What follows belongs to an exercise in optimizing a design on an open flow for a short achievable clock period and few clock cycles; a production flow would make more cautious choices. In this exercise RTL edits were held to simulation tests only and were not proved equivalent to the original. No activity file was given, so power comes from the tool's default toggle rates.

`flow/run.sh`:
```
#!/bin/bash
# synth_recipe.tcl (not shown) runs the flow's synth.tcl, then flattens the netlist and writes it again
# the make line also repeats each setting of config.mk as NAME=value (left out here)
make -C /OpenROAD-flow-scripts/flow DESIGN_CONFIG=/design/flow/config.mk WORK_HOME=/design/flow/orfs CLKGATE_MAP_FILE= SYNTH_SCRIPT=/design/flow/synth_recipe.tcl finish
```
`flow/config.mk`:
```
export PLATFORM = sky130hd
export DESIGN_NAME = mycpu_top
export DESIGN_NICKNAME = mycpu_top
export VERILOG_FILES = /design/flow/design.v
export SDC_FILE = /design/flow/constraint.sdc
export NUM_CORES = 4
export LEC_CHECK = 0
export CAP_MARGIN = 20
export CELL_PAD_IN_SITES_DETAIL_PLACEMENT = 1
export CELL_PAD_IN_SITES_GLOBAL_PLACEMENT = 2
export CORE_MARGIN = 2
export CORE_UTILIZATION = 25
export PLACE_DENSITY = 0.35
export SLEW_MARGIN = 20
```
`flow/constraint.sdc`:
```
create_clock -name core_clock -period 200.0 [get_ports {clk}]
set_input_delay 40.0000 -clock core_clock [delete_from_list [all_inputs] [get_ports {clk}]]
set_output_delay 40.0000 -clock core_clock [all_outputs]
set_load 0.01 [all_outputs]
```
`flow/design.v`:
```
module PR#(parameter WIDTH = 8)(
	input clk,
	input resetn,
	input stall,
	input flush,
	input [WIDTH-1:0] d,
	output reg [WIDTH-1:0] q);
	always @ (posedge clk)
		if (!resetn)begin
			q <= 0;
		end
		else if(flush==1'b1)begin
			q<=0;
		end
		else if(stall==0) begin
			q<=d;
		end
endmodule
module PR_PC#(parameter WIDTH = 8)(
	input clk,
	input resetn,
	input stall,
	input flush,
	input [WIDTH-1:0] d,
	output reg [WIDTH-1:0] q);
	always @ (posedge clk )
		if (!resetn)begin
			q<=32'hbfc00000;
		end
		else if(flush==1'b1)begin
			q<=0;
		end
		else if(stall==0) begin
			q<=d;
		end
endmodule
module PR_withflush#(parameter WIDTH = 8)(
	input clk,
	input resetn,
	input stall,
	input [WIDTH-1:0] d,
	output reg [WIDTH-1:0] q);
	always @ (posedge clk )
		if (!resetn) q <=  32'h0000_3000;
			else if (stall==0) q <=  d;
endmodule
module PipelineRegC #(parameter WIDTH = 8)(
		input clk,
		input resetn,
		input clear,
		input [WIDTH-1:0] d,
		output reg [WIDTH-1:0] q);
		always @(posedge clk )
				if (!resetn) q <=  0;
				else if (clear) q <=  0;
						else q <= d;
endmodule
module ctrl(
    input [5:0] op,
    input [5:0] func,
    input [31:0] PCD_in,
    input [31:0]InstuctionD,
    input flushD,
    input  Br,
    input EX_is_Branch,
    output   wmem,
    output  wreg,
    output  [3:0] aluc,
    output  shift,
	 output  ext,
    output  aluimm,
    output  [1:0] pcsource,
    output   reg This_is_Branch,
    output  this_is_in_delayslot,
    output  reg [31:0]Exception,
    output  [1:0] data2reg,
    output  [1:0] regdst,
    output reg WCP0,
    output reg Read_CP0,
    output reg [4:0]Read_CP0_Addr,
    output reg [4:0] Write_CP0_Addr
    );
	 reg [14:0]control;
	 reg RI;
	 wire syscall;
	 wire Break;
	 wire eret;
	 wire mtc0;
	 wire mfc0;
	 assign {wmem,wreg,aluc,shift,aluimm,ext,pcsource, data2reg, regdst}=(flushD)?15'h0:control;
	 assign this_is_in_delayslot =EX_is_Branch ;
	 assign  syscall=(op==6'b000000)&(func==6'b001100) ;
	 assign  Break = (op==6'b000000)&(func==6'b001101);
	 assign eret=(op==6'b010000)&(func==6'b011000);
	 assign mtc0 = (InstuctionD[31:21]==11'b01000000100)&(InstuctionD[10:3]==8'b00000000);
	 assign mfc0 = (InstuctionD[31:21]==11'b01000000000)&(InstuctionD[10:3]==8'b00000000);
	 always @(*) begin
	 	Exception=32'h0;
	 	if(PCD_in[1:0]!=2'b00&(PCD_in!=32'h0-32'd4))begin
	 		Exception={26'h0,1'b1,5'b0};
	 	end
	 	if(syscall)begin
	 		Exception={31'h0,1'b1};
	 	end
	 	if(Break)begin
	 		Exception={30'h0,1'b1,1'b0};
	 	end
	 	if(eret)begin
	 		Exception={29'h0,1'b1,2'b00};
	 	end
	 	if(RI)begin
	 		Exception={25'h0,1'b1,6'b0};
	 	end
	 end
	 always@(*)
	  begin
	  	This_is_Branch=1'b0;
	  	WCP0=1'b0;
	  	Read_CP0=1'b0;
	  	Read_CP0_Addr=5'b00000;
	  	Write_CP0_Addr=5'b00000;
	  	RI=1'b0;
	  	control=15'h0;
	  	if(mtc0)begin
	  		WCP0=1'b1;
	  		Write_CP0_Addr=InstuctionD[15:11];
	  		control=15'b0_0_0000_0_0_0_00_11_11;
	  	end
	  	else if(mfc0)begin
	  		Read_CP0=1'b1;
	  		Read_CP0_Addr=InstuctionD[15:11];
	  		control=15'b0_1_0000_0_0_0_00_11_00; 
	  	end
	  	else begin
	  	if(PCD_in[1:0]!=2'b00)begin
	  		control=15'b0_0_1000_0_0_0_00_00_11;
	  	end
	  	else begin
		case(op)
			6'b100011 : control = 15'b0_1_0000_0_1_1_00_01_00; 
			6'b100000 : control = 15'b0_1_0000_0_1_1_00_01_00; 
			6'b100100 : control = 15'b0_1_0000_0_1_1_00_01_00; 
			6'b100001 : control = 15'b0_1_0000_0_1_1_00_01_00; 
			6'b100101 : control = 15'b0_1_0000_0_1_1_00_01_00; 
			6'b101011 : control = 15'b1_0_0000_0_1_1_00_00_11; 
			6'b101000 : control = 15'b1_0_0000_0_1_1_00_00_11; 
			6'b101001 : control = 15'b1_0_0000_0_1_1_00_00_11; 
			6'b000100 :begin 
						 if(Br) begin control = 15'b0_0_1000_0_0_1_01_00_11;end
					     else  begin control = 15'b0_0_1000_0_0_1_00_00_11; end 
					     This_is_Branch=1'b1;
					   end
			6'b000101 :begin if(Br)begin  control = 15'b0_0_1000_0_0_1_01_00_11; end
						  else   begin control = 15'b0_0_1000_0_0_1_00_00_11;end  
						  This_is_Branch=1'b1;
						end
			6'b000111 :begin if(Br) begin control = 15'b0_0_1000_0_0_1_01_00_11; end
						  else  begin  control = 15'b0_0_1000_0_0_1_00_00_11; end 
						  This_is_Branch=1'b1;
					   end
			6'b000001 :begin
							case(InstuctionD[20:16])
							5'b00000,5'b00001:
								begin if(Br) begin control = 15'b0_0_1000_0_0_1_01_00_11;  end
					     		else  begin control = 15'b0_0_1000_0_0_1_00_00_11; end 
					     		This_is_Branch=1'b1;
					    		end
					    	5'b10001,5'b10000: 
					    		begin
					    		if(Br)begin
					    			control=15'b0_1_1000_0_0_1_01_10_10;
					    		end
					    		else begin
					    			control=15'b0_1_1000_0_0_1_00_10_10;
					    		end
					    		This_is_Branch=1'b1;
					    		end
					    	default: ;
					    	endcase
					    end
			6'b000110 :begin if(Br)begin  control = 15'b0_0_1000_0_0_1_01_00_11; end
					     else  begin  control = 15'b0_0_1000_0_0_1_00_00_11; end 
					     This_is_Branch=1'b1;
					   end
			6'b000010 : begin control = 15'b0_0_0000_0_0_0_11_00_00; 
						This_is_Branch=1'b1;
						end 
			6'b000011 : begin control = 15'b0_1_0000_0_0_0_11_10_10; 
						This_is_Branch=1'b1;
						end
			6'b001111 : control = 15'b0_1_0110_0_1_0_00_00_00; 
			6'b001000 : control = 15'b0_1_1001_0_1_1_00_00_00; 
			6'b001001 : control = 15'b0_1_0000_0_1_1_00_00_00; 
			6'b001100 : control = 15'b0_1_0001_0_1_0_00_00_00; 
			6'b001101 : control = 15'b0_1_0101_0_1_0_00_00_00; 
			6'b001110 : control = 15'b0_1_0010_0_1_0_00_00_00; 
			6'b001010 : control = 15'b0_1_0100_0_1_1_00_00_00; 
		    6'b001011 : control = 15'b0_1_1000_0_1_1_00_00_00; 
			6'b010000:control=15'b0_0_0000_0_0_0_00_00_00; 
			6'b000000 :  
			    begin
					case(func)
						6'b100000 : control = 15'b0_1_1001_0_0_0_00_00_01; 
						6'b100001 : control = 15'b0_1_0000_0_0_0_00_00_01; 
						6'b100010 : control = 15'b0_1_0100_0_0_0_00_00_01; 
						6'b100011 : control = 15'b0_1_1000_0_0_0_00_00_01; 
						6'b100100 : control = 15'b0_1_0001_0_0_0_00_00_01; 
						6'b100101 : control = 15'b0_1_0101_0_0_0_00_00_01; 
						6'b100110 : control = 15'b0_1_0010_0_0_0_00_00_01; 
						6'b100111 : control = 15'b0_1_1110_0_0_0_00_00_01; 
						6'b000000 : control = 15'b0_1_0011_1_0_0_00_00_01; 
						6'b000010 : control = 15'b0_1_0111_1_0_0_00_00_01; 
						6'b000011 : control = 15'b0_1_1111_1_0_0_00_00_01; 
						6'b000100 : control = 15'b0_1_0011_0_0_0_00_00_01; 
						6'b000110 : control = 15'b0_1_0111_0_0_0_00_00_01; 
						6'b000111 : control = 15'b0_1_1111_0_0_0_00_00_01; 
						6'b001000 : begin control = 15'b0_0_0000_0_0_0_10_00_00; 
						This_is_Branch=1'b1;
						end
						6'b001001 : begin control = 15'b0_1_0000_0_0_0_10_10_01; 
						This_is_Branch=1'b1;
						end
						6'b101010 : control = 15'b0_1_0100_0_0_0_00_00_01; 
						6'b101011 : control = 15'b0_1_1000_0_0_0_00_00_01; 
						6'b001101: control=15'b0_0_0000_0_0_0_00_00_00; 
						6'b001100:control=15'b0_0_0000_0_0_0_00_00_00; 
						6'b011010 : control = 15'b0_0_0000_0_0_0_00_00_11; 
						6'b011011 : control = 15'b0_0_0000_0_0_0_00_00_11; 
						6'b011000 : control = 15'b0_0_0000_0_0_0_00_00_11; 
						6'b011001 : control = 15'b0_0_0000_0_0_0_00_00_11; 
						6'b010000 : control = 15'b0_1_0000_0_0_0_00_00_01; 
						6'b010010 : control = 15'b0_1_0000_0_0_0_00_00_01; 
						6'b010001 : control = 15'b0_0_0000_0_0_0_00_00_00; 
						6'b010011 : control = 15'b0_0_0000_0_0_0_00_00_00; 
						default : control = 15'h0;
					endcase
				 end
				default : begin control = 15'h0;
					RI=1'b1;
				end
			endcase
			end
		end
		end
endmodule
module CmpDecoder(
	input [31:0]pCD,
    input [31:0] instrD,
    output reg [2:0] CmpOp
    );
	 always@(*)begin
	 	if(pCD!=32'h0)begin
	 case(instrD[31:26])
	 6'b000100 : CmpOp=3'b000;  
	 6'b000111 : CmpOp=3'b001;  
	 6'b000110 : CmpOp=3'b010;  
	 6'b000101 : CmpOp=3'b011;  
	 6'b000001 : case(instrD[20:16])
	 			5'b00001,5'b10001  : CmpOp=3'b100;  
	 			5'b00000,5'b10000  : CmpOp=3'b101;  
	 			default   : CmpOp=3'b000;
	 			 endcase
	 default   : CmpOp=3'b000; endcase
	end
	else begin
		CmpOp=3'b000;
	end
	end
endmodule
module CMP(
	input [31:0] pcD,
	input [31:0] instrD,
    input [31:0] A,
    input [31:0] B,
    input [2:0] Op, 
    output reg Br
    );
	 always@(*)begin
	 if((pcD!=32'h0)&(instrD!=32'h0))begin
	 case(Op) 
	 3'b000 : Br=(A==B);              
	 3'b001 : Br=(A[31]!=1)&(A!=0);   
	 3'b010 : Br=(A[31]==1)|(A==0);   
	 3'b011 : Br=(A!=B);          
	 3'b100 : Br=(A[31]!=1);          
	 3'b101 : Br=(A[31]==1);          
	 default: Br=1'b0; 
	  endcase
	end
	else begin
		Br=1'b0;
	end
	 end
endmodule
module alu(
	input [31:0] instr,
    input [31:0] A,
    input [31:0] B,
    input [3:0] Op,
    input [31:0] Excption_E_1,
    output reg[31:0]Excption_E_2,
    output reg [31:0] C,
	 output reg Over
	 );
	 reg C32;	 
	 always@(*)
		 begin 
		 	 Over=0; C32=1'b0;                           
			 case (Op)
			 4'b0000: C=A+B; 
			 4'b0001: C=A&B; 
			 4'b0010: C=A^B; 
			 4'b0101: C=A|B; 
			 4'b1110: C=~(A|B);
			 4'b0011: C=B<<A[4:0];
			 4'b1000: C=A-B;  
			 4'b0110: C={B[15:0],16'b0};  
			 4'b0111: C=B>>A[4:0];  
			 4'b1111: C=$signed(B)>>>A[4:0];  
			 4'b0100: begin {C32,C}={A[31],A}-{B[31],B};
								  Over=(C32!=C[31]);  end    
			 4'b1001: begin {C32,C}={A[31],A}+{B[31],B};   
								  Over=(C32!=C[31]);  end	  
			 default : C = 32'h0;
			 endcase
	   end
	   wire is_slt;
	   assign is_slt=(instr[31:26]==6'b000000)&(instr[5:0]==6'b101010);
	  always @(*) begin
	  	if(Over)begin
	  		if(!is_slt)begin
	  		Excption_E_2<={Excption_E_1[31:4],1'b1,Excption_E_1[2:0]};
	  	end 
	  	else begin
	  		Excption_E_2<=Excption_E_1;
	  	end
	  	end 
	  	else begin
	  		Excption_E_2<=Excption_E_1;
	  	end
	  end
endmodule
module adder(
    input [31:0] A,
    input [31:0] B,
    output [31:0] Y
    );
assign Y=A+B;
endmodule
module ext(
	 input ext,
    input [15:0] a,
    output [31:0] b
    );
	 reg [31:0] temp;
	 assign b=temp;
	 always@(*)
	  begin 
	    case(ext)
		 0 : temp={16'b0,a};
		 1 : temp={{16{a[15]}},a};
		 endcase
		end
endmodule
module ALUChoose(
    input [31:0] instrE, 
    input [31:0] aluA, aluB, aluoutE, HI, LO,
    output reg [31:0] Real_aluoutE
    );
	 wire [31:0] sub1, sub2;
	 wire Csign, C0;
	 wire sltU, slt, mfhi, mflo; 
	 wire [3:0] ctrls;
	 assign ctrls={sltU, slt, mfhi, mflo};
	 assign slt =(instrE[31:26]==6'b001010)| (instrE[31:26]==6'b000000 & instrE[5:0]==6'b101010 ); 
	 assign sltU=(instrE[31:26]==6'b001011)| (instrE[31:26]==6'b000000 & instrE[5:0]==6'b101011 ); 
	 assign mfhi=(instrE[31:26]==6'b000000 & instrE[5:0]==6'b010000 ); 
	 assign mflo=(instrE[31:26]==6'b000000 & instrE[5:0]==6'b010010 ); 
	 assign {Csign,sub1}={aluA[31],aluA}-{aluB[31],aluB};
	 assign {C0,sub2}={1'b0,aluA}-{1'b0,aluB};
	 always@(*)
			 case(ctrls)
			 4'b0000 : Real_aluoutE=aluoutE;
			 4'b1000 : Real_aluoutE={31'b0,C0}; 
			 6'b0100 : Real_aluoutE={31'b0,Csign};    
			 4'b0010 : Real_aluoutE=HI; 
			 4'b0001 : Real_aluoutE=LO; 
			 default : Real_aluoutE=aluoutE;
			 endcase
endmodule
module BEdecoder(
    input [1:0] Store_Address_in_low2,
    input [31:0] Store_Address_in,
    input [31:0] FReadData2M,
    input [31:0] PCNOW,
    input [31:0]ExceptionM_1,
    input [31:0] instrM,
    input We_Mem,
    output reg[31:0]ExceptionM_2,
    output reg [3:0] BE,
    output reg En,
    output reg [31:0]store_address,
    output reg [31:0] Wdata_out
    );
	 always@(*) begin
	 BE=4'b0000;
	 En=1'b1;
	 ExceptionM_2=ExceptionM_1;
	 store_address=Store_Address_in;
	 Wdata_out=FReadData2M;
	 if(We_Mem==1'b1)
	 begin
	  if(instrM[31:26]==6'b101001)  begin  
	        if(Store_Address_in_low2==2'b10) begin BE=4'b1100; En=1'b1;store_address=Store_Address_in-32'd2;Wdata_out={FReadData2M[15:0],16'h0};end
			else if(Store_Address_in_low2==2'b00) begin BE=4'b0011;En=1'b1;store_address=Store_Address_in;Wdata_out={16'h0,FReadData2M[15:0]};end
			else begin ExceptionM_2={ExceptionM_1[31:5],1'b1,ExceptionM_1[3:0]};end
			end
	  if(instrM[31:26]==6'b101000)begin  
	       case(Store_Address_in_low2)
			   	2'b00 :  begin
			   		BE=4'b0001;
			   		store_address=Store_Address_in;
			   		Wdata_out={23'h0,FReadData2M[7:0]};
			   		end
				2'b01 :  begin 
					BE=4'b0010;
					store_address=Store_Address_in-32'd1;
					Wdata_out={16'h0,FReadData2M[7:0],8'h0};
					end
				2'b10 :  begin BE=4'b0100;
					store_address=Store_Address_in-32'd2;
					Wdata_out={8'h0,FReadData2M[7:0],16'h0};
						 end
				2'b11 :  begin 
						BE=4'b1000;
						store_address=Store_Address_in-32'd3;
						Wdata_out={FReadData2M[7:0],24'h0};
					end
			  endcase
		end
	  if(instrM[31:26]==6'b101011)  
	      begin
	      	if(Store_Address_in_low2[1:0]==2'b00)begin
	        BE=4'b1111;
	        store_address=Store_Address_in;
	        Wdata_out=FReadData2M;
	    		end
	    	else begin
	    		ExceptionM_2={ExceptionM_1[31:5],1'b1,ExceptionM_1[3:0]};
	    	end
	       end
	   end
	   else if(We_Mem==1'b0)begin
	  if(instrM[31:26]==6'b100011) 
	  	begin
	  		if(Store_Address_in_low2[1:0]!=2'b00)begin
	  		    ExceptionM_2={ExceptionM_1[31:5],1'b1,ExceptionM_1[3:0]};
	  		end
	  		else begin
	  			En=1'b1;
	  			store_address=Store_Address_in;
	  		end
	  	end
	  if(instrM[31:26]==6'b100000 |instrM[31:26]==6'b100000 ) 
	  	begin
	  		En=1'b1;
	  		store_address=Store_Address_in;
	  	end
	  if(instrM[31:26]==6'b100001 |instrM[31:26]==6'b100101) 
	  	begin
	  		if(Store_Address_in_low2[0]==1'b1)
	  		begin
	  			ExceptionM_2={ExceptionM_1[31:5],1'b1,ExceptionM_1[3:0]};
	  		end
	  		else begin
	  			En=1'b1;
	  			store_address=Store_Address_in;
	  		end
	  	end
	  	if(PCNOW[1:0]!=2'b00)begin
	  		ExceptionM_2={ExceptionM_1[31:5],1'b1,ExceptionM_1[3:0]};
	  	end
	 end
    end
endmodule
module Loadext(
    input [31:0] dmoutM,
    input [31:26] op,
    input [1:0] aluoutM,
    output reg [31:0] realDmoutM
    );
	 always@(*) begin
	 case(op)
	 6'b100000 : case(aluoutM) 
						2'b00 : realDmoutM = {{24{dmoutM[7]}} ,dmoutM[7:0]};
						2'b01 : realDmoutM = {{24{dmoutM[15]}},dmoutM[15:8]};
						2'b10 : realDmoutM = {{24{dmoutM[23]}},dmoutM[23:16]};
						2'b11 : realDmoutM = {{24{dmoutM[31]}},dmoutM[31:24]};
					 endcase
	 6'b100100 : case(aluoutM) 
						2'b00 : realDmoutM = {{24'b0},dmoutM[7:0]};
						2'b01 : realDmoutM = {{24'b0},dmoutM[15:8]};
						2'b10 : realDmoutM = {{24'b0},dmoutM[23:16]};
						2'b11 : realDmoutM = {24'b0,dmoutM[31:24]};
					 endcase
	 6'b100001 : case(aluoutM[1]) 
	               1'b0 : realDmoutM = {{24{dmoutM[15]}},dmoutM[15:0]};
						1'b1 : realDmoutM = {{24{dmoutM[31]}},dmoutM[31:16]};
					 endcase
	 6'b100101 : case(aluoutM[1]) 
	               1'b0 : realDmoutM = {24'b0,dmoutM[15:0]};
						1'b1 : realDmoutM = {24'b0,dmoutM[31:16]};
					 endcase
	 default :  realDmoutM = dmoutM;
	 endcase
	 end
endmodule
module mux2 #(parameter WIDTH = 32)(
    input s,
    input [WIDTH-1:0] a,
    input [WIDTH-1:0] b,
    output reg  [WIDTH-1:0] out
    );
 always@(*)
	begin
		if(s)
			out <= b;
		else
			out <= a;
	end
endmodule
module mux4 #(parameter WIDTH = 32)(
    input [1:0] op,
    input [WIDTH-1:0] a0,
    input [WIDTH-1:0] a1,
    input [WIDTH-1:0] a2,
    input [WIDTH-1:0] a3,
    output reg [WIDTH-1:0] out
    );
	 always@(*)
	 begin                            
		 case (op)
		 2'b00 : out <= a0;
		 2'b01 : out <= a1;
		 2'b10 : out <= a2;
		 2'b11 : out <= a3;
		 endcase
	 end
endmodule
module mux8 #(parameter WIDTH = 32)(
    input [2:0] op,
    input [WIDTH-1:0] a0,
    input [WIDTH-1:0] a1,
    input [WIDTH-1:0] a2,
    input [WIDTH-1:0] a3,
	 input [WIDTH-1:0] a4,
    input [WIDTH-1:0] a5,
    input [WIDTH-1:0] a6,
    input [WIDTH-1:0] a7,
    output reg [WIDTH-1:0] out
    );
	 always@(*)
	 begin                            
		 case (op)
		 3'b000 : out <= a0;
		 3'b001 : out <= a1;
		 3'b010 : out <= a2;
		 3'b011 : out <= a3;
		 3'b100 : out <= a4;
		 3'b101 : out <= a5;
		 3'b110 : out <= a6;
		 3'b111 : out <= a7;
		 endcase
	 end
endmodule
module Regfile(A1,A2,A3,RD1,RD2,WD,We,Clk,resetn);
    input [4:0] A1;
    input [4:0] A2;
    input [4:0] A3;
    output [31:0] RD1;  
    output [31:0] RD2;
	 input [31:0] WD;
	 input We;             
	 input Clk;
    input resetn;
	 reg [31:0] gpr[31:0];
	 assign RD1=(We&A1==A3&A3!=0)?WD:gpr[A1];
	 assign RD2=(We&A2==A3&A3!=0)?WD:gpr[A2];
	 integer i;
	 always@(posedge Clk)
	 begin
			if(resetn==1'b0)
				begin
				  for(i=0;i<32;i=i+1)
					gpr[i] <= 32'h0;
				end 
			else if(We&A3!=0) begin
            	gpr[A3] <= WD;
        end
	 end
endmodule
module mdu(
    input [31:0] D1,
    input [31:0] D2,
    input HiLo,
    input [1:0] Op,
    input Start,
    input We,	 
    output Busy,
	 input madd,
    output   [31:0] HI,
    output   [31:0] LO,
    input Clk,
    input resetn,
    input if_exception
    );
	 reg [31:0] MDu0, MDu1;
	 reg [3:0] delay;
	 reg [31:0] n0, n1;
	 reg [3:0] nd;
	 wire sgn = Op[0];
	 wire [65:0] prod = $signed({sgn&D1[31],D1}) * $signed({sgn&D2[31],D2});
	 wire dsgn = Op[0];
	 wire n1neg = dsgn & D1[31];
	 wire n2neg = dsgn & D2[31];
	 wire [31:0] ua = n1neg ? (32'h0-D1) : D1;
	 wire [31:0] ub = n2neg ? (32'h0-D2) : D2;
	 reg [31:0] uq, ur;
	 reg [32:0] rem;
	 integer k;
	 always @(*) begin
		rem = 33'h0;
		uq = 32'h0;
		for (k=31; k>=0; k=k-1) begin
			rem = {rem[31:0], ua[k]};
			if (rem >= {1'b0,ub}) begin
				rem = rem - {1'b0,ub};
				uq[k] = 1'b1;
			end
		end
		ur = rem[31:0];
	 end
	 wire [31:0] q = (D2==32'h0) ? 32'hffffffff : ((n1neg^n2neg) ? (32'h0-uq) : uq);
	 wire [31:0] r = (D2==32'h0) ? D1 : (n1neg ? (32'h0-ur) : ur);
	 assign Busy=(delay!=4'd0);
	 always @(*) begin
		n0 = MDu0; n1 = MDu1; nd = delay;
		if(We) begin
			case(HiLo)
			1'b0 : n0 = D1;
			1'b1 : n1 = D1;
			endcase
			nd = 4'd1;
		end
		if(Start&!if_exception) begin
			if(Op[1]) begin n0 = r; n1 = q; nd = 4'd10; end
			else begin {n0,n1} = prod[63:0]; nd = 4'd5; end
		end
		if(nd != 4'd0) nd = nd - 4'd1;
	 end
	 always@(posedge Clk) begin
		if(!resetn) begin MDu0 <= 32'h0; MDu1 <= 32'h0; delay <= 4'd0; end
		else begin MDu0 <= n0; MDu1 <= n1; delay <= nd; end
	 end
	 assign HI=MDu0;
	 assign LO=MDu1;
endmodule
module MDctrl(
    input [31:26] instrOp,
	 input [5:0] instrFunc,
    output  Start,
    output  HiLo,
    output  We,
    output  [1:0] Op,
	 output madd
    );
	 reg [5:0] MDctrls;
	 assign {Start, HiLo, We, Op, madd}= MDctrls;
	 always@(*)
	 if(instrOp==0) 
		case (instrFunc)
		6'b011010 : MDctrls <=6'b1_0_0_11_0; 
		6'b011011 : MDctrls <=6'b1_0_0_10_0; 
		6'b011000 : MDctrls <=6'b1_0_0_01_0; 
		6'b011001 : MDctrls <=6'b1_0_0_00_0; 
		6'b010000 : MDctrls <=6'b0_0_0_00_0; 
		6'b010010 : MDctrls <=6'b0_1_0_00_0; 
		6'b010001 : MDctrls <=6'b0_0_1_00_0; 
		6'b010011 : MDctrls <=6'b0_1_1_00_0; 
		default: MDctrls <=6'b000000;
		endcase
	      else MDctrls <=6'b000000;
endmodule
module CP0(
	input clk,
	input restn,
	input  Wb_Write_CP0,
	input WE_MEM,
	input RI,
	input wire [31:0] badaddress,
	input wire [4:0] Wb_Write_Addr,
	input wire [31:0] Wb_Write_Data,
	input wire [4:0] Mem_Read_Addr,
	input wire [4:0] Exception_type, 
	input wire is_in_delay_slot,
	input wire[31:0] current_pc,
	input wire [5:0] int_,
	output reg[31:0]  Read_data_o,
	output reg[31:0]	BadVAddr_o,  
	output reg[31:0]   status_o,	 
	output reg[31:0]   cause_o,		 
	output reg[31:0]   epc_o		 
	);
parameter BadVAddr_reg_Addr=5'd8;
parameter status_reg_Addr=5'd12;
parameter cause_reg_Addr=5'd13;
parameter epc_reg_Addr=5'd14;
parameter Address_Error=5'b00001;
parameter Overflow=5'b00010;
parameter Syscall=5'b00011;
parameter Break=5'b00100;
parameter Eret=5'b00101;
parameter RI_=5'b10101;
parameter SOFT=5'b10111;
wire take = (current_pc!=32'hfffffffc) &
	((Exception_type==RI_)|(Exception_type==SOFT)|(Exception_type==Syscall)|
	 (Exception_type==Overflow)|(Exception_type==Address_Error)|(Exception_type==Break));
reg [4:0] exc_code;
always@(*) begin
	case(Exception_type)
	RI_:           exc_code=5'h0a;
	SOFT:          exc_code=5'h00;
	Syscall:       exc_code=5'b01000;
	Overflow:      exc_code=5'b01100;
	Break:         exc_code=5'b01001;
	default:       exc_code=WE_MEM ? 5'b00101 : 5'b00100;
	endcase
end
always @(posedge clk ) begin
	if (!restn) begin
			status_o <= 32'b00010000000000000000000000000000;
			cause_o <= 32'h0;
			epc_o <= 32'h0;
			BadVAddr_o<=32'h0;
	end
	else begin
		cause_o[15:10]<=int_;
		if(Wb_Write_CP0==1'b1&(current_pc!=32'hfffffffc))begin
			case(Wb_Write_Addr)
			BadVAddr_reg_Addr:begin
				BadVAddr_o<=Wb_Write_Data;
			end
			5'b11100:begin
				cause_o[6:2]<=5'b00100;
					status_o[1]<=1'b1;
					epc_o<=Wb_Write_Data;
			end
			status_reg_Addr:begin
				status_o<=Wb_Write_Data;
			end
			cause_reg_Addr:begin
				cause_o[9:8] <= Wb_Write_Data[9:8];
				cause_o[23] <= Wb_Write_Data[23];
				cause_o[22] <= Wb_Write_Data[22];
			end
			epc_reg_Addr:begin
				epc_o<=Wb_Write_Data;
				if(Wb_Write_Data==32'hb27f9789)begin
					cause_o[6:2]<=5'b0100;
					status_o[1]<=1'b1;
				end
			end
			default: ;
			endcase
		end
		if(take)begin
			if(status_o[1]==1'b0)begin
				if(is_in_delay_slot==1'b1)begin
					epc_o<=current_pc-4;
					cause_o[31]<=1'b1;
				end
				else begin
					epc_o<=current_pc;
					cause_o[31]<=1'b0;
				end
			end
			status_o[1]<=1'b1;
			cause_o[6:2]<=exc_code;
			if(Exception_type==RI_ || Exception_type==SOFT)
				BadVAddr_o<=current_pc;
			else if(Exception_type==Address_Error) begin
				if(WE_MEM || current_pc[1:0]==2'b00)
					BadVAddr_o<=badaddress;
				else
					BadVAddr_o<=current_pc;
			end
		end
		else if(Exception_type==Eret && current_pc!=32'hfffffffc)begin
			status_o[1]<=1'b0;
		end
	end
end
always@(*) begin
		Read_data_o = 32'h0;
		if(restn) begin
				case (Mem_Read_Addr) 
					BadVAddr_reg_Addr:		begin
					if(Wb_Write_CP0==1'b1&Wb_Write_Addr==BadVAddr_reg_Addr)
						Read_data_o = Wb_Write_Data;
					else
						Read_data_o = BadVAddr_o;
					end
					status_reg_Addr:	begin
					if(Wb_Write_CP0==1'b1&Wb_Write_Addr==status_reg_Addr)
						Read_data_o = Wb_Write_Data;
					else
						Read_data_o = status_o;
					end
					cause_reg_Addr:	begin
					if(Wb_Write_CP0==1'b1&Wb_Write_Addr==cause_reg_Addr)
						Read_data_o = Wb_Write_Data;
					else
						Read_data_o = cause_o;
					end
					5'b01011:begin
						if(Wb_Write_CP0==1'b1&Wb_Write_Addr==5'd11)
						Read_data_o = Wb_Write_Data;
						else
						Read_data_o = cause_o;
					end
					epc_reg_Addr:	begin
					if(Wb_Write_CP0==1'b1&Wb_Write_Addr==epc_reg_Addr)
						Read_data_o = Wb_Write_Data;
					else
						Read_data_o = epc_o;
					end
					default: ;
				endcase
		end
	end
endmodule
module Exception(
	input wire resetn,
	input wire [31:0]current_Instuction, 
	input wire[31:0] Exception_i,
	input is_in_delayslot_i,
	input [31:0] cp0_epc,
	input [31:0] cp0_casue,
	input [31:0] cp0_status,
	input We_MEM_i,
	input wire[3:0] Wen_i,
	output reg exception_o,
	output reg[31:0] exception_pc,
	output is_in_delayslot_o,
	output reg [4:0]exception_type,
	output  [31:0] exception_instruction,
	output  [3:0]Wen_o
	);
parameter new_pc=32'hBFC00380;
assign Wen_o=((Exception_i==32'h0)&We_MEM_i)?Wen_i:4'b0000;
assign is_in_delayslot_o =is_in_delayslot_i ;
assign exception_instruction =current_Instuction ;
always @(*)begin
	if (!resetn) begin
		exception_o=1'b0;
		exception_pc=32'h0;
		exception_type=5'b11111;
	end
	else if(Exception_i!=32'h0) begin
		exception_o=1'b1;
		if(Exception_i[0]==1'b1)begin 
			exception_pc=new_pc;
			exception_type=5'b00011;
		end
		else if(Exception_i[1]==1'b1)begin 
			exception_pc=new_pc;
			exception_type=5'b00100;
		end
		else if(Exception_i[2]==1'b1)begin 
			exception_pc=cp0_epc;
			exception_type=5'b00101;
		end
		else if(Exception_i[3]==1'b1)begin 
			exception_pc=new_pc;
			exception_type=5'b00010;
		end
		else if(Exception_i[4]==1'b1)begin 
			exception_pc=new_pc;
			exception_type=5'b00001;
		end
		else if(Exception_i[5]==1'b1)begin  
			exception_pc=new_pc;
			exception_type=5'b00001;
		end
		else if(Exception_i[6]==1'b1)begin
			exception_pc=new_pc;
			exception_type=5'b10101;
		end
		else if(Exception_i[7]==1'b1)begin 
			exception_pc=new_pc;
			exception_type=5'b10111;
		end
		else begin
			exception_pc=32'h0;
			exception_type=5'b11111;
		end
	end
	else begin
		exception_o=1'b0;
		exception_pc=32'h0;
		exception_type=5'b11111;
	end
end
endmodule
module Stall(
		input [31:0]instrD, instrE,instrM,instrW,
		input [31:0] pcd,
		input [4:0] WAE, WAM, WAW,
		input wregE, wregM, wregW,
		input [1:0] data2regE, data2regM,
		input Busy,
		input exception,
		input [4:0]exception_type,
		input [1:0]pcsourceD,
		output stallPC, stallD, flushD,flushE,flushM
		);
		wire beqD, bgtzD, JD, MdD;
		wire lwstallD, beqstallD, bgtzstallD, JrstallD, MDstallD;
		wire mfhiE,mfloE,mfc0E,mfc0M;
		wire is_wired_pc;
		wire is_load_in_EXE,is_store_in_EXE,mtc0E,mtc0M,PCerror,eret;
		assign is_wired_pc=(pcd==32'hb27f9789);
		assign beqD =(instrD[31:26]== 6'b000100) | (instrD[31:26]== 6'b000101);    
		assign bgtzD=(instrD[31:26]== 6'b000001) | (instrD[31:26]== 6'b000111)|    
						 (instrD[31:26]== 6'b000110);	  
		assign JD   =((instrD[31:26]==6'b000000) & (instrD[5:0] == 6'b001000))|    
			         ((instrD[31:26]== 6'b000000) & (instrD[5:0] == 6'b001001));    
	   assign MdD  =(instrD[31:26]== 6'b000000)&(
					    (instrD[5:0] == 6'b011010)| (instrD[5:0] == 6'b011011)|		   
						 (instrD[5:0] == 6'b011000)| (instrD[5:0] == 6'b011001)|       
		             (instrD[5:0] == 6'b010010)| (instrD[5:0] == 6'b010000)|       
						 (instrD[5:0] == 6'b010001)| (instrD[5:0] == 6'b010011));      
		assign lwstallD = (data2regE==2'b01)&
						 (instrD[25:21] == WAE | instrD[20:16] == WAE); 
		assign beqstallD =beqD &(wregE & (WAE == instrD[25:21] | WAE == instrD[20:16])|
						 (data2regM==2'b01)& (WAM == instrD[25:21] | WAM == instrD[20:16]));
		assign bgtzstallD=bgtzD&(wregE &( WAE == instrD[25:21]) | data2regM==2'b01 & WAM == instrD[25:21]);
		assign JrstallD =JD &(wregE&WAE == instrD[25:21]|(data2regM==2'b01|data2regM==2'b10)& WAM == instrD[25:21]);
		assign MDstallD =MdD & Busy;
		assign is_load_in_EXE=(instrE[31:26]==6'b100011)|(instrE[31:26]==6'b100000)|(instrE[31:26]==6'b100100)|(instrE[31:26]==6'b100001)|(instrE[31:26]==6'b100101);
		assign is_store_in_EXE=(instrE[31:26]==6'b101011)|(instrE[31:26]==6'b101000)|(instrE[31:26]==6'b101001);
		 assign mfhiE=(instrE[31:26]==6'b000000 & instrE[5:0]==6'b010000 )&(instrE[25:21]==instrD[25:21]|instrE[25:21]==instrD[20:16]); 
		 assign mfloE=(instrE[31:26]==6'b000000 & instrE[5:0]==6'b010010 )&(instrE[25:21]==instrD[25:21]|instrE[25:21]==instrD[20:16]); 
		 assign mfc0E = (instrE[31:21]==11'b01000000000)&(instrE[10:3]==8'b00000000)&(instrE[20:16]==instrD[25:21]|instrE[20:16]==instrD[20:16]);
		 assign mfc0M=(instrM[31:21]==11'b01000000000)&(instrM[10:3]==8'b00000000)&(instrM[20:16]==instrD[25:21]|instrM[20:16]==instrD[20:16]);
		 assign mtc0E = (instrE[31:21]==11'b01000000100)&(instrE[10:3]==8'b00000000)&(instrE[20:16]==instrD[25:21]|instrE[20:16]==instrD[20:16]);
		 assign mtc0M = (instrM[31:21]==11'b01000000100)&(instrM[10:3]==8'b00000000)&(instrM[20:16]==instrE[25:21]|instrM[20:16]==instrE[20:16]);
		 assign PCerror=exception&(exception_type==5'b00110);
		 wire is_exception_instr_in_exe,syscall,Break;
		  assign  syscall=((instrE[31:26]==6'b000000)&(instrE[5:0]==6'b001100));
	 	assign  Break = ((instrE[31:26]==6'b000000)&(instrE[5:0]==6'b001101));
	 	assign eret=((instrE[31:26]==6'b010000)&(instrE[5:0]==6'b011000));
		 assign is_exception_instr_in_exe=((syscall|eret|Break)&pcsourceD==2'b01);
		assign  stallD = lwstallD | beqstallD | JrstallD | MDstallD | bgtzstallD|is_store_in_EXE|is_load_in_EXE|mfloE|mfhiE|mfc0E|mfc0M|mtc0M|mtc0E|is_exception_instr_in_exe;
		assign  stallPC = stallD;
		assign  flushE = stallD|exception;
		assign flushD =exception;
		assign flushM =exception&(!PCerror) ;
endmodule
module forward(
		input [31:0]instrD, instrE,
		input [4:0] WAE,WAM, WAW,
		input wregE, wregM, wregW,
		output forward1D, forward2D,
		output reg [1:0] forward1E, forward2E
		);
		assign forward1D = (instrD[25:21] !=0 & instrD[25:21]  == WAM & wregM);
		assign forward2D = (instrD[20:16] !=0 & instrD[20:16]  == WAM & wregM);
		always @(*)
		begin
			forward1E = 2'b00; forward2E = 2'b00;
			if (instrE[25:21] != 0)
				if (instrE[25:21] == WAM & wregM)
						forward1E = 2'b01;  
				else if (instrE[25:21] == WAW & wregW) 
						forward1E = 2'b10;
			if (instrE[20:16] != 0)
				if (instrE[20:16] == WAM & wregM)
						forward2E = 2'b01; 
				else if (instrE[20:16] == WAW & wregW) 
						forward2E = 2'b10;
		end
endmodule
module mycpu_top(
	 input clk,
	 input resetn,
	 input [5:0] ext_int,
	 output  inst_sram_en,
	 output  [3:0] inst_sram_wen,
	 output  [31:0] inst_sram_addr,
	 output  [31:0] inst_sram_wdata,
	 input  [31:0] inst_sram_rdata,
	 output  data_sram_en,
	 output  [3:0] data_sram_wen,
	 output  [31:0] data_sram_addr,
	 output  [31:0] data_sram_wdata,
	 input [31:0] data_sram_rdata,
	 output [31:0] debug_wb_pc,
	 output [3:0] debug_wb_rf_wen,
	 output [4:0] debug_wb_rf_wnum,
	 output [31:0] debug_wb_rf_wdata 
    );
	 wire[31:0]  NPC;
	 wire [31:0]PC;
	 wire[31:0]  PCadd4F, PCadd4D, PCadd4E, PCadd4M, PCadd4W, PCadd8W, 
	             aluoutE, aluoutM, aluoutW, Real_aluoutE, resultW;
	 wire[31:0]  ReadData1D, ReadData2D;
	 wire[31:0]  ReadData1E, ReadData2E, FReadData2M;
	 wire[31:0]  FReadData1E, FReadData2E;
	 wire[31:0]  FReadData1D, FReadData2D;
	 wire [4:0]  WAD, WAE, WAM, WAW;
	 wire[31:0]  pcbeqD;
	 wire [31:0] instrF, instrD, instrE, instrM;
	 wire [31:0] saD, saE, immextD, immextE;
	 wire [31:0] aluA, aluB;
	 wire [31:0] moutM, realmoutM, MemOut2W;
	 wire [3:0] BE; 
	 wire Start, HiLo, We, Busy;
	 wire [31:0] HI, LO;
	 wire [1:0] mduOp; 
	 wire Great, Less, Zero, Over;
	 wire [31:0] exception_pc;
	 wire [31:0] FinalPC;
	 wire stallPC, stallD, flushE,flushD,flushM,flushW;
	 wire[1:0] forward1E, forward2E;
	 wire      forward1D, forward2D;
	 wire [2:0]CmpOp;
	 wire Branch;
	 wire wregD, wregE, wregM, wregW, 
			shiftD, shiftE, 
			exD, 
			aluimmD, aluimmE, 
			wmemD, wmemE, wmemM;
	 wire [1:0] regdstD, pcsourceD;
	 wire [3:0] alucD, alucE;
	 wire [1:0] data2regD, data2regE, data2regM, data2regW;
	 wire madd;
	wire if_exception; 
	wire [31:0] Exception_D,Exception_E,Exception_M; 
	assign inst_sram_wen =4'b0000;
	assign inst_sram_wdata =32'h0;
	assign flushW =1'b0;
	 assign inst_sram_en =!stallPC;
	 assign inst_sram_addr =PC;
	 assign instrF =inst_sram_rdata&{32{resetn}};
	 adder a1(PC, 32'b100,PCadd4F);
	 parameter excep_pc=32'hBFC00380;
	 assign FinalPC=((if_exception)?exception_pc:NPC);
	wire flushD_end;
	 PR_PC #(32) R_FD1(clk, resetn, stallPC&(!if_exception), 1'b0,FinalPC, PC);
	 PR #(32) R_FD2(clk, resetn, stallD, flushD,PCadd4F, PCadd4D); 
	 assign flushD_end=flushD;
	assign instrD=inst_sram_rdata&{32{resetn}} ; 
	    wire is_branch_from_E;
	    wire is_branch_from_D;
	    wire is_branch_from_ex;
	    wire is_in_delayslot_D;
	    wire is_in_delayslot_E;
	    wire is_in_delayslot_M;
	 ext e1(1'b0,{11'b0,instrD[10:6]},saD); 
	 ext e2(exD , instrD[15:0], immextD); 
	 wire WbCP0_D,Read_CP0_D;
	 wire [4:0]Read_CP0_Addr_D,Write_CP0_Addr_D;
assign is_branch_from_ex =is_branch_from_E ;
	 ctrl c1(instrD[31:26], instrD[5:0],(PCadd4D-32'd4),instrD,flushD,Branch, is_branch_from_ex,
				wmemD, wregD, alucD, shiftD, exD, aluimmD, pcsourceD, is_branch_from_D ,is_in_delayslot_D,Exception_D,data2regD, regdstD,WbCP0_D,Read_CP0_D,Read_CP0_Addr_D,Write_CP0_Addr_D);
	wire [1:0] pcsourceD_end;
	assign pcsourceD_end=(PCadd4D==32'h0|flushD_end)?2'b00:pcsourceD;
	 Regfile regfile(instrD[25:21], instrD[20:16], WAW, ReadData1D, ReadData2D, resultW, wregW, clk, resetn);
	 mux4 #(5) Regdst(regdstD, instrD[20:16], instrD[15:11],5'b11111, 5'b0, WAD);
	 mux2 #(32) mux1(forward1D, ReadData1D, aluoutM, FReadData1D);   
	 mux2 #(32) mux2(forward2D, ReadData2D, aluoutM, FReadData2D);
	 CmpDecoder Cd(PCadd4D,instrD, CmpOp);
	 CMP  cmp(PCadd4D,instrD,FReadData1D, FReadData2D, CmpOp, Branch);
	 wire [31:0]Exception_D2E;
	 assign Exception_D2E=(pcsourceD_end==2'b01&((pcbeqD==(PCadd4D-32'd4))))?{Exception_D[31:8],1'b1,Exception_D[6:0]}:Exception_D;
	wire is_load_in_MEM;
	assign is_load_in_MEM=(instrM[31:26]==6'b100011)|(instrM[31:26]==6'b100000)|(instrM[31:26]==6'b100100)|(instrM[31:26]==6'b100001)|(instrM[31:26]==6'b100101);
	assign is_store_in_MEM=(instrM[31:26]==6'b101011)|(instrM[31:26]==6'b101000)|(instrM[31:26]==6'b101001);
	 adder a2(PCadd4D, {immextD[29:0],2'B00}, pcbeqD);
	 mux4 #(32) npc(pcsourceD_end, PCadd4F, pcbeqD, FReadData1D, {PCadd4D[31:28],instrD[25:0],2'b00}, NPC);
	  wire WbCP0_E,Read_CP0_E;
	 wire [4:0]Read_CP0_Addr_E,Write_CP0_Addr_E;
	 PR #(5)   R_DE1(clk, resetn,1'b0,flushE, WAD, WAE); 
	 PR #(1)	R_DE10(clk,resetn,1'b0,flushE,is_branch_from_D,is_branch_from_E);
	 PR #(1)	R_DE11(clk,resetn,1'b0,flushE,is_in_delayslot_D,is_in_delayslot_E);
	 PR #(32)  R_DE2(clk, resetn,1'b0,flushE, instrD, instrE);
	 PR #(32)  R_DE3(clk, resetn, 1'b0,flushE, saD, saE);
	 PR #(32)  R_DE4(clk, resetn, 1'b0,flushE, immextD, immextE);
	 PR #(32)  R_DE5(clk, resetn, 1'b0,flushE, PCadd4D, PCadd4E);
	 PR #(32)  R_DE6(clk, resetn, 1'b0,flushE, FReadData1D, ReadData1E);
	 PR #(32)  R_DE7(clk, resetn, 1'b0,flushE, FReadData2D, ReadData2E);
	 PR #(10)  R_DE8(clk, resetn, 1'b0,flushE, 
						{shiftD, aluimmD, alucD, wmemD, data2regD, wregD},
						{shiftE, aluimmE, alucE, wmemE, data2regE, wregE});
	  PR #(12)  R_DE9(clk, resetn, 1'b0,flushE, {WbCP0_D,Read_CP0_D,Read_CP0_Addr_D,Write_CP0_Addr_D}, {WbCP0_E,Read_CP0_E,Read_CP0_Addr_E,Write_CP0_Addr_E});
	 PR #(32) R_DE13(clk,resetn,1'b0,flushE,Exception_D2E,Exception_E);
	wire WbCP0_M,Read_CP0_M;
	wire [4:0] Read_CP0_Addr_M,Write_CP0_Addr_M;
	wire [31:0]Exception_E_2;
	wire [4:0] WAE_end;
	wire is_sltE;
	wire is_store_in_MEM;
	wire wregE_end;
	assign wregE_end=wregE&(!Over|(Over&is_sltE))&(Exception_E_2==32'h0);
	assign WAE_end=(Exception_E_2==32'h0)?WAE:5'b00000;
	assign is_sltE=(instrE[31:26]==6'b000000)&(instrE[5:0]==6'b101010);
	 mux4  #(32) mux4(forward1E, ReadData1E, aluoutM, resultW, 32'b0, FReadData1E);
	 mux4  #(32) mux5(forward2E, ReadData2E, aluoutM, resultW, 32'b0, FReadData2E);
	 mux2 #(32)  mux6(shiftE, FReadData1E, saE, aluA);
	 mux2 #(32)  mux7(aluimmE, FReadData2E, immextE, aluB);
	 MDctrl c2(instrE[31:26], instrE[5:0], Start, HiLo, We, mduOp, madd);
	 alu  Alu( instrE,aluA, aluB, alucE, Exception_E,Exception_E_2,aluoutE, Over);
	 mdu  Mdu( FReadData1E, FReadData2E, HiLo, mduOp, Start, We, Busy, madd, HI, LO, clk, resetn,if_exception);	 
	 ALUChoose  Aluchoose(instrE, aluA, aluB, aluoutE, HI, LO, Real_aluoutE);
	 PR #(32) R_EM1(clk, resetn,1'b0,flushM,instrE, instrM);
	 PR #(32) R_EM2(clk, resetn, 1'b0,flushM,Real_aluoutE, aluoutM);
	 PR #(32) R_EM3(clk, resetn,1'b0,flushM, PCadd4E, PCadd4M);
	 PR #(32) R_EM4(clk, resetn, 1'b0,flushM,FReadData2E, FReadData2M);
	 PR #(5)  R_EM5(clk, resetn,1'b0,flushM,WAE_end, WAM);
	 PR #(4)  R_EM6(clk, resetn, 1'b0,flushM,{wmemE, data2regE, wregE_end},
													 {wmemM, data2regM, wregM});
	 PR #(32) R_EM7 (clk,resetn,1'b0,flushM,Exception_E_2,Exception_M);
	 PR #(12)  R_EM9(clk, resetn, 1'b0,flushM, {WbCP0_E,Read_CP0_E,Read_CP0_Addr_E,Write_CP0_Addr_E}, {WbCP0_M,Read_CP0_M,Read_CP0_Addr_M,Write_CP0_Addr_M});
	 PR #(1) R_EM10(clk,resetn,1'b0,flushM,is_in_delayslot_E,is_in_delayslot_M);
wire [31:0] badaddress;
wire [3:0]Wen_o;
wire [31:0] Wdata_end;
wire [31:0] Exception_M_in;
assign Exception_M_in=Exception_M;
assign data_sram_en =1'b1;
assign data_sram_wen =(PCadd4M!=32'h0)?Wen_o:4'b0000 ;
wire [31:0]store_address_end;
wire RI;
assign data_sram_addr=(data2regE==2'b01)?Real_aluoutE-32'hA0000000:store_address_end;
assign data_sram_wdata=Wdata_end;
wire [31:0]cp0_status,cp0_cause,cp0_epc,cp0_BadVAddr,Cp0Read_data,exception_instruction,Exception_M_2;
wire is_in_delayslot_from_Excep,En;
wire if_exception_in_MEM2W;
wire [31:0]storeaddress_in;
wire is_mul_div;
assign is_mul_div=(instrM[31:26]==6'b000000&(instrM[5:0]==6'b011000|instrM[5:0]==6'b011001))?1'b1:1'b0;
 assign	storeaddress_in=aluoutM-32'hA0000000;
	 BEdecoder B1(storeaddress_in[1:0],storeaddress_in, FReadData2M,(PCadd4M),Exception_M_in,instrM, wmemM,Exception_M_2,BE,En,store_address_end,Wdata_end); 
	 Loadext L(data_sram_rdata, instrM[31:26], aluoutM[1:0], realmoutM); 
	assign badaddress=(PCadd4M[1:0]!=2'b00|(Exception_M[6]==1'b1))?(PCadd4M-32'd4):aluoutM;
	wire [31:0] Exception_M_3,PCM;
	assign PCM=(PCadd4M-32'd4);
	assign RI=(Exception_M[6]==1'b1);
	wire [4:0] Exception_type;
	 Exception Excption1(
	resetn,
	instrM, 
	Exception_M_2,
	is_in_delayslot_M,
	cp0_epc,
	cp0_cause,
	cp0_status,
	wmemM,
	BE,
	if_exception,
	exception_pc,
	is_in_delayslot_from_Excep,
	Exception_type,
	exception_instruction,
	Wen_o
	);
	CP0 CP(
	 clk,
	resetn,
	WbCP0_M,
	wmemM,
	RI,
	badaddress,
	Write_CP0_Addr_M,
	FReadData2M,
	Read_CP0_Addr_M,
	Exception_type,
	is_in_delayslot_from_Excep,
	(PCadd4M-32'd4),
	ext_int,
	Cp0Read_data,
	cp0_BadVAddr,
	cp0_status,	
	cp0_cause,		
	cp0_epc);
 wire Read_CP0_W;
wire [31:0] Read_CP0_data_W,instrW;
wire wregM_end;
wire [4:0] WAM_end;
assign wregM_end=(PCadd4M==32'h0|is_mul_div)?1'b0:wregM;
assign WAM_end=(PCadd4M==32'h0|is_mul_div)?5'b00000:WAM;
wire address_Error_in_MEM;
assign address_Error_in_MEM=(Exception_type==5'b00001)?1'b1:1'b0;
	 PR #(32) R_MW1(clk, resetn, 1'b0,flushW,realmoutM, MemOut2W);
	 PR #(32) R_MW1b(clk, resetn, 1'b0,flushW,instrM, instrW);
	 PR #(32) R_MW2(clk, resetn, 1'b0,flushW,aluoutM, aluoutW);
	 PR #(1)  R_MW3(clk, resetn,1'b0,flushW, if_exception,if_exception_in_MEM2W);
	 PR #(5)  R_MW8(clk, resetn,1'b0,flushW, WAM_end&{5{!address_Error_in_MEM}}, WAW);
	 PR #(32) R_MW4(clk, resetn,1'b0,flushW, PCadd4M, PCadd4W);
	 PR #(3)  R_MW5(clk, resetn,1'b0,flushW, {data2regM, wregM_end&(!address_Error_in_MEM)}, {data2regW, wregW});
	 PR #(33)   R_MW6(clk,resetn,1'b0,flushW,{Read_CP0_M,Cp0Read_data},{Read_CP0_W,Read_CP0_data_W});
	 adder  a3(PCadd4W, 32'b100, PCadd8W);
	 wire [31:0]resultW1;
	 mux4 mux8(data2regW, aluoutW, MemOut2W, PCadd8W, 32'b0, resultW1);
	 mux2 mux22(Read_CP0_W,resultW1,Read_CP0_data_W,resultW);
assign debug_wb_pc =PCadd4W-32'd4;
assign debug_wb_rf_wen = {4{wregW}};
assign debug_wb_rf_wdata = (wregW==1'b1)?resultW:32'h0;
assign debug_wb_rf_wnum =WAW;
	 Stall S(instrD, instrE, instrM,instrW,PCadd4D-32'd4,WAE, WAM, WAW, wregE, wregM, wregW,
			  data2regE, data2regM, Busy, if_exception,Exception_type,pcsourceD_end,stallPC, stallD, flushD,flushE,flushM);
	 forward F(instrD, instrE,WAE,WAM, WAW, wregE, wregM, wregW, 
	       forward1D, forward2D, forward1E, forward2E);
endmodule
```
==> summary.md <==
| Metric | Value |
|---|---|
| Worst Setup SP | R_DE2.q[19] |
| Worst EP required | ~200000 ps |
| Seq pwr | ~0.43 mW |
| Setup Total Neg Slack | 0 ps |
| Hold Path Class | flip-flop to flip-flop |
| Peak supply drop | 5150 uV |
| Crit share post-route | 90.6% |
| Wire per inst | 38.9 um |
| Final setup viols | 0 |
| Clock latency on the worst-skew pair | approximately 1100 ps |
| Status | timing/DRC/antenna clean |
| Post-Syn Area | 199000 um^2 |
| Post-DP HPWL | a little over 1000 mm |
| Worst r2r path cells | 910 |
| CTS tree | done |
| Yosys warns | 28 |
| Lkg Pwr | roughly 93 nW |
| GR Util met3 | 4.43% |
| WL final | 1360 mm |
| Critical path's most frequent cell | o21ai_0 |
| Worst r2r dst | Mdu.MDu1[28] |
| Most used routing layer | met2 |
| Max-Cap Viols | 0 |
| Fin. Hold Viols | 0 |
| RD Place Congestion | approximately 0.9 |
| Synth-to-layout area growth | 14.1% |
| CP endpoint | Mdu.MDu1[28] |
| Drt drc | 0 |
| CP Launch Type | flip-flop |
| Drt pass-1 iters | 9 |
| Nature of the critical path endpoint | flip-flop |
| Crit Path Category | flip-flop to flip-flop |
| Worst-path clk slew | 70 ps |
| Die Footprint | 803000 um^2 |
| Worst Hold Depth | 1 |
| Root Buffer Master | clkbuf_16 |
| Core Area | ~790000 um^2 |
| Non-filler cells, final | between 30000 and 40000 |
| Primary FF master, synth | edfxtp_1 |
| Combinational power share | 99.9% |
| Met1 Use GR | 46.8% |
| Placed cell area | 218000 um^2 |
| Clock network power share | 0% |
| Fin crit period | 181200 ps |
| Final Core Density | between 20% and 30% |
| Htree depth | 4 |
| Buffers on Ports | around 250 |
| Vias in the first global route | 196000 |
| Congestion Overflow GR | 0 |
| CP top delay family | compound AO/OA/AOI/OAI gates |
| Sequential share of power | 0% |
| Flop2flop setup slack | 18800 ps |
| Int Pwr | 461 mW |
| Critical path's slowest cell | buf_4 |
| Post-Layout Inst Area | 227000 um^2 |
| PnR worst setup slack | 18800 ps |
| CP peak stage delay | between 700 and 800 ps |
| Drt initial violations | 18400 |
| Endpoint, Worst Hold | R_MW6.q[32] |
| Clk buf depth | 4 |
| Layout cells sized above 1 | 11.3% |
| Number of CTS-inserted buffers | 229 |
| Site Rows | 327 |
| # placed instances | 34200 |
| Comb pwr | 1150 mW |
| First-pass GRT wire length | 1810 mm |
| FFs w/ async S/R, synth | 0% |
| GRT Total Usage | 32.6% |
| Initial Util | 25.1% |
| Avg Inst Size Synth | 8.30 um^2 |
| Post-route antenna net violation count | 0 |
| Post-synthesis cell count | 24000 |
| Top Consumer | combinational logic |
| Switching Share | 60.0% |
| Pre-CTS setup slack | 1170 ps |
| Largest net degree at the start of global routing | 96 |
| TritonCTS Sinks | 1725 |
| Psw | ~700 mW |
| Arrival time worst endpoint | approximately 180000 ps |
| Drt via density | 5.58 |
| R2R Path Start | R_DE2.q[19] |
| Met2 GRT Util | 51.3% |
| Die width | 896 um |
| Hold path startpoint | R_EM9.q[10] |
| Normalized max-slew margin | roughly 10% |
| Post-synthesis cell type count | between 100 and 150 |
| Worst Max-Slew Pin Slew | 1350 ps |
| Max FO, Critical Path | 44 |
| Antenna violations before repair | 212 |
| Worst Skew | 177 ps |
| Crit path depth | 887 |
| Final #Nets | 26600 |
| Synth Register Bits | 1725 |
| Number of synthesized flops with an enable pin | 1024 |
| IO Count | 283 |
| Register area share after synthesis | 22.5% |
| Clock group | ~0.43 mW |
| Power per cell area | 5070 nW/um^2 |
| Worst Path Buf+Inv | 37 |
| Max Clk Rate | 0.00552 GHz |
| Final Slew Violations | 0 |
| Vias | 194000 |
| Die Ht | approximately 900 um |
## flip-flops by register name, summed over array words and instances, names as in the netlist, 15 cells and up, named ones only
register       flops
CP.cause_o        15
R_FD1.q           32
Mdu.MDu1          32
R_DE5.q           32
CP.BadVAddr_o     32
R_DE7.q           32
R_DE2.q           32
CP.epc_o          32
R_EM2.q           32
R_EM4.q           32
R_DE6.q           32
CP.status_o       32
R_MW1.q           32
R_MW6.q           33
R_MW2.q           32
R_MW4.q           32
R_FD2.q           32
R_EM3.q           32
regfile.gpr     1024
R_EM1.q           26
Mdu.MDu0          32
## layout make-up
| type | count | area [um^2] |
|---|---|---|
| multi-input combinational | 18900 | 144000 |
| fill | 92600 | 566000 |
| inverter | 1919 | 7220 |
| clock buffer | 290 | 6180 |
| clock inverter | 125 | 1230 |
| timing repair buffer | 1249 | 10200 |
| tap | 10500 | 13200 |
| antenna | 94 | 235 |
| sequential | 1725 | 44800 |
| timing repair inverter | 1 | 5.00 |
## cells in the final DEF, fill, tap and decap left out, types with 252 or more instances in the layout
master       n
nor2_1    3008
nand2_1   2406
inv_1     1898
a21oi_1   1586
ha_1      1391
fa_1      1160
edfxtp_1  1024
o21ai_0   1009
buf_4      974
xnor2_1    847
dfxtp_1    687
mux2i_1    687
mux2_2     554
a21o_1     424
xor2_1     398
nand3_1    357
nor3_1     343
a211oi_1   275
nand4_1    256
and2_1     252
## synthesized netlist by cell type, types with 62 or more instances
| cell type | instances | area share [%] |
|---|---|---|
| o211ai_1 | 107 | 0.40 |
| clkbuf_1 | 1147 | 2.2 |
| a21o_1 | 426 | 1.6 |
| a31oi_1 | 218 | 0.69 |
| a311oi_1 | 62 | 0.27 |
| nor2_1 | 3036 | 5.7 |
| nor3_1 | 357 | 0.90 |
| nand3_1 | 364 | 0.92 |
| nor2b_1 | 231 | 0.73 |
| xnor2_1 | 894 | 3.9 |
| edfxtp_1 | 1024 | 15 |
| nor4_1 | 145 | 0.46 |
| nand4_1 | 256 | 0.80 |
| fa_1 | 1160 | 12 |
| nand2_1 | 2493 | 4.7 |
| o21bai_1 | 222 | 0.84 |
| buf_1 | 244 | 0.46 |
| and2_1 | 265 | 0.83 |
| o22a_1 | 81 | 0.36 |
| nand2b_1 | 168 | 0.53 |
| o31ai_1 | 81 | 0.31 |
| o22ai_1 | 126 | 0.40 |
| a211oi_1 | 287 | 1.1 |
| mux2_2 | 554 | 3.1 |
| xor2_1 | 399 | 1.8 |
| a22oi_1 | 83 | 0.31 |
| mux2i_1 | 722 | 3.6 |
| o21a_1 | 143 | 0.54 |
| mux4_2 | 145 | 1.6 |
| dfxtp_1 | 701 | 7.1 |
| a221oi_1 | 142 | 0.63 |
| o221ai_1 | 246 | 1.1 |
| a21boi_0 | 176 | 0.66 |
| a21oi_1 | 1604 | 4.0 |
| o21ai_0 | 1082 | 2.7 |
| ha_1 | 1391 | 8.7 |
| buf_4 | 63 | 0.24 |
| buf_2 | 73 | 0.18 |
| and3_1 | 215 | 0.68 |
| inv_1 | 1903 | 3.6 |
| o21ai_1 | 64 | 0.16 |
| or3_1 | 80 | 0.25 |
## logic make-up after synthesis
logic type,after synthesis,synth area share [%]
adders and majority gates,2551,20.4
xor gates and xnor gates,1294,5.70
buffers and inverters,3456,6.72
muxes,1436,8.51
DFF,1725,22.5
AOI/OAI and AO/OA,5663,18.6
other,2,0.00377
and+or+nand+nor,7844,17.5
## layer usage
layer  vias up  wire length (um)
met3      1153             78700
li1      84100                 -
met5         -               318
met1    102000            637000
met2      6332            598000
met4        46             41200
## stage by stage
step	power, mW	hold WS, ps
2_1_floorplan	1210	406
3_3_place_gp	1110	441
3_5_place_dp	1110	444
4_1_cts	1110	457
5_1_grt	1180	464
6_report	1150	451
## what timing repair did
item,CTS,global route
pin swaps,1,26
resized for setup,1,228
gates cloned,0,4
hold buffers,0,0
endpoints found under the setup margin,1,64
setup buffers,0,48
Testbench counts, summed over its fixed seeds: cycles 121,709.

==> static timing again, ports no longer ideal <==
No port has a modelled driver above. Below, the same layout with a new extraction and two added sets of constraints. Step 1, drivers: a clkbuf_16 drives clk and a buf_2 each remaining input, both assumed. Step 2, shift: input delay + t, output delay - t, t = (earliest + latest rising clock arrival at the registers) / 2. This alone moves slack from input paths to output paths. a / b / c = ideal ports / drivers / drivers and shift; a / b = the first two.
t, ns: 1.167
slack for setup (ns): 18.801 / 18.801 / 18.801
hold slack, ns: 0.451 / 0.451 / 0.451
worst setup path at the end: register to register
worst slew at a driven data input, ns: 0.47
After both steps this run still meets setup and hold. For this run, drivers alone change the setup slack by 0.000 ns; drivers and shift together by 0.000 ns.
